From an optimization exercise on the open Yosys and OpenROAD flow, aimed at small area and a short achievable clock period; shortcuts taken in it are not production practice. Where RTL was checked, it was by simulation tests only, not by an equivalence proof against the original.

==> inputs of run G <==
Design nco_core, start of the top module:
module nco_core(clk, reset, mode, fph, word_in, word_out, amplitude);
==> flow/config.mk <==
export PLATFORM = sky130hd
export DESIGN_NAME = nco_core
export DESIGN_NICKNAME = nco_core
export VERILOG_FILES = /design/flow/design.v
export SDC_FILE = /design/flow/constraint.sdc
export NUM_CORES = 4
export LEC_CHECK = 0
export ABC_AREA = 1
export CAP_MARGIN = 20
export CORE_MARGIN = 2
export CORE_UTILIZATION = 55
export GPL_TIMING_DRIVEN = 1
export SETUP_SLACK_MARGIN = 3.0
export SLEW_MARGIN = 20
export SYNTH_MEMORY_MAX_BITS = 65536
==> flow/constraint.sdc <==
create_clock -name core_clock -period 7.0 [get_ports {clk}]
set_input_delay 1.4000 -clock core_clock [delete_from_list [all_inputs] [get_ports {clk}]]
set_output_delay 1.4000 -clock core_clock [all_outputs]
set_load 0.01 [all_outputs]
standard.sh (not shown) runs the stock make flow with config.mk's settings and CLKGATE_MAP_FILE= SYNTH_SCRIPT=/design/flow/synth_recipe.tcl, a recipe that flattens the netlist after the stock synthesis.
==> flow/flow/run.sh <==
#!/bin/bash
# Standard synthesis and layout (standard.sh), with these layout settings changed:
# - ports are buffered with buf_2 instead of the delay-cell buffer buffer_ports picks;
# - timing repair may resize a cell into one of a different footprint;
# - clock tree: clkbuf_4/clkbuf_8 buffers and no dummy loads.
set -euo pipefail
cd "$(dirname "$0")/.."
bash standard.sh \
  "BUFFER_PORTS_ARGS=-buffer_cell sky130_fd_sc_hd__buf_2" \
  MATCH_CELL_FOOTPRINT=0 \
  "CTS_ARGS=-sink_clustering_enable -repair_clock_nets -dont_use_dummy_load -buf_list sky130_fd_sc_hd__clkbuf_8 -root_buf sky130_fd_sc_hd__clkbuf_8" \
  finish > flow_make.log 2>&1
==> run K (differences from run G) <==
--- a/flow/flow/run.sh
+++ b/flow/flow/run.sh
@@ -8,5 +8,5 @@
 bash standard.sh \
   "BUFFER_PORTS_ARGS=-buffer_cell sky130_fd_sc_hd__buf_2" \
   MATCH_CELL_FOOTPRINT=0 \
-  "CTS_ARGS=-sink_clustering_enable -repair_clock_nets -dont_use_dummy_load -buf_list sky130_fd_sc_hd__clkbuf_8 -root_buf sky130_fd_sc_hd__clkbuf_8" \
+  "CTS_ARGS=-sink_clustering_enable -repair_clock_nets -dont_use_dummy_load -buf_list {sky130_fd_sc_hd__clkbuf_4 sky130_fd_sc_hd__clkbuf_8} -sink_clustering_size 12 -root_buf sky130_fd_sc_hd__clkbuf_8" \
   finish > flow_make.log 2>&1
GPL_TIMING_DRIVEN = default   (was 1)
==> impl_metrics.yaml <==
sta:
  skew_ps: 34.1
cells_and_area:
  multi_input_area_mm2: 0.00999
worst_setup_path:
  crit_buf_inv: 4
status:
  status: "timing/DRC/antenna clean"
Source of the figures above: run K

==> impl_metrics.yaml <==
status:
  status: "timing/DRC/antenna clean"
cells_and_area:
  multi_input_area_mm2: 0.00999
  clk_share: 0.0153
logic_synthesis:
  synth_flop_cell: "dfrtp_1"
  synth_common_cells: "697 x nand2_1, 259 x inv_1, 227 x nand3_1"
Source of the figures above: run G

Function was not checked in any run of this note: the RTL went through the layout flow alone.

==> 11-24 <==
nco_core, a different RTL version from the one above (not shown whole).
clock: 7.0 ns
lec_check: 0
abc_area: 1
cap_margin: 20
core_margin: 2
core_utilization: 40
setup_slack_margin: 3.0
slew_margin: 20
synth_memory_max_bits: 65536
==> flow/flow/run.sh <==
#!/bin/bash
# Standard synthesis and layout (standard.sh), with two layout settings changed:
# ports are buffered with buf_2 instead of the delay-cell buffer buffer_ports picks,
# and timing repair may resize a cell into one of a different footprint.
set -euo pipefail
cd "$(dirname "$0")/.."
bash standard.sh \
  "BUFFER_PORTS_ARGS=-buffer_cell sky130_fd_sc_hd__buf_2" \
  MATCH_CELL_FOOTPRINT=0 \
  finish > flow_make.log 2>&1
==> 01-28 (differences from 11-24) <==
--- a/flow/design.v
+++ b/flow/design.v
@@ -1296,24 +1296,17 @@
     10'd1021: t1 = 6'd1;
     10'd1022: t1 = 6'd1;
     10'd1023: t1 = 6'd1;
     default: t1 = 6'd0;
   endcase
 end
-reg [6:0] hr;
-reg [6:0] lr;
-reg q13, eos;
-always @(posedge clk) begin
-    hr <= t0[12:6];
-    lr <= {1'b0, t0[5:0]} + {1'b0, t1};
-    q13 <= phase[13];
-    eos <= eo;
-end
-wire [12:0] s = {hr + lr[6], lr[5:0]};
+wire [14:0] s = t0 + t1 + 15'd0;
 wire [10:0] m = s[12:2];
-assign amplitude = eos ? (q13 ? {1'b0, ~m} : {1'b1, m}) : {P{1'b0}};
+reg [P-1:0] data;
+always @(posedge clk) data <= eo ? (phase[13] ? {1'b0, ~m} : {1'b1, m}) : {P{1'b0}};
+assign amplitude = data;
 endmodule
 module phase_accumulator(clk, reset, mode, fph, word_in, word_out, phase);
     parameter M = 48;
     parameter N = 14;
     input clk, reset, fph;
     input [1:0] mode;
SETUP_SLACK_MARGIN = 2.5   (was 3.0)
==> run summary <==
	11-24	01-28
Outcome	finished clean	finished clean
Maximum fanout count along the critical path	12	19
Post-cts gate resize count	58	21
Final non-clock buffer share	6.38%	7.04%
Average footprint of a synthesized cell	6.40 um2	6.12 um2
Clock sinks	110	108
Setup Crit Path Kind	in2out	reg2reg
Initial standard-cell utilization of the core	40.6%	40.8%
Critical path arrival	2.64 ns	4.71 ns
Endpoint kind of the worst setup timing path	output pin	register
Flip-flop and latch count	110	108
Distinct cell type count of the synthesized netlist	62	60
First element of the critical path	mode[0]	U2_pa.acc[46]
Routed wirelength normalized by instance count	23.5 um	24.5 um
The RTL of 11-24 was laid out without a check of its function.

==> run a: inputs <==
nco_core with an RTL version that a note above also has.
## nco_core
module nco_core(clk, reset, mode, fph, word_in, word_out, amplitude);
clock: 7.0 ns
lec_check: 0
abc_area: 1
cap_margin: 20
core_margin: 2
core_utilization: 50
setup_slack_margin: 2.8
slew_margin: 20
synth_memory_max_bits: 65536
Scripts as last shown in full above: flow/flow/run.sh
==> inputs of run b, as changes to run a <==
--- a/flow/design.v
+++ b/flow/design.v
@@ -1296,17 +1296,24 @@
     10'd1021: t1 = 6'd1;
     10'd1022: t1 = 6'd1;
     10'd1023: t1 = 6'd1;
     default: t1 = 6'd0;
   endcase
 end
-wire [14:0] s = t0 + t1 + 15'd0;
+reg [12:0] t0r;
+reg [5:0] t1r;
+reg q13, eos;
+always @(posedge clk) begin
+    t0r <= t0;
+    t1r <= t1;
+    q13 <= phase[13];
+    eos <= eo;
+end
+wire [14:0] s = t0r + t1r + 15'd0;
 wire [10:0] m = s[12:2];
-reg [P-1:0] data;
-always @(posedge clk) data <= eo ? (phase[13] ? {1'b0, ~m} : {1'b1, m}) : {P{1'b0}};
-assign amplitude = data;
+assign amplitude = eos ? (q13 ? {1'b0, ~m} : {1'b1, m}) : {P{1'b0}};
 endmodule
 module phase_accumulator(clk, reset, mode, fph, word_in, word_out, phase);
     parameter M = 48;
     parameter N = 14;
     input clk, reset, fph;
     input [1:0] mode;
--- a/flow/config.mk
+++ b/flow/config.mk
@@ -5,10 +5,10 @@
 export SDC_FILE = /design/flow/constraint.sdc
 export NUM_CORES = 4
 export LEC_CHECK = 0
 export ABC_AREA = 1
 export CAP_MARGIN = 20
 export CORE_MARGIN = 2
-export CORE_UTILIZATION = 50
-export SETUP_SLACK_MARGIN = 2.8
+export CORE_UTILIZATION = 40
+export SETUP_SLACK_MARGIN = 3.3
 export SLEW_MARGIN = 20
 export SYNTH_MEMORY_MAX_BITS = 65536
==> summary of the runs <==
Run b ran to the end with no violations. Run a completed without violations.
Register-to-register slack: run b is higher than run a (590 ps).
Of run b and run a, run b has the higher synthesized cell count (gap 7.0%, measured against run a).
Against run b, the wire length of run a is smaller by about 2.5%.
Global-route usage: run b is lower than run a (9.0 points).
Against run b, the worst hold slack of run a is higher by 150 ps.

==> afterwards: timing with drivers on the ports <==
In the flow no input, the clock included, has a driving cell. The finished layouts below were timed again as built, in two steps.
Step 1 assumes that a clkbuf_16 drives the clock port and a buf_2 every other input.
Step 2 also shifts input and output timing later by t, the mid clock arrival at the registers, as if the neighbouring blocks saw the same clock.
Three values: ideal, step 1, step 2; two values: the first two.
| run | t, ns | slack for setup (ns) | worst hold slack (ns) | worst setup path at the end | cell pins on the clock port's net |
|---|---|---|---|---|---|
| run G | 0.479 | 2.936 / 2.918 / 2.885 | 0.404 / 0.404 / 0.404 | input to register | 1 |
| run K | 0.479 | 2.936 / 2.918 / 2.885 | 0.404 / 0.404 / 0.404 | input to register | 1 |
| 11-24 | 0.414 | 2.962 / 2.942 / 2.942 | 0.374 / 0.374 / 0.374 | input to output | 1 |
| 01-28 | 0.416 | 2.588 / 2.588 / 2.588 | 0.495 / 0.495 / 0.495 | register to register | 1 |
| run a | 0.417 | 2.805 / 2.805 / 2.805 | 0.521 / 0.521 / 0.521 | register to register | 1 |
| run b | 0.490 | 3.115 / 3.064 / 2.926 | 0.371 / 0.371 / 0.371 | input to register | 1 |
After both steps every run listed still meets setup and hold. For run b, which loses most, drivers alone change the setup slack by -0.051 ns; drivers and shift together by -0.189 ns.
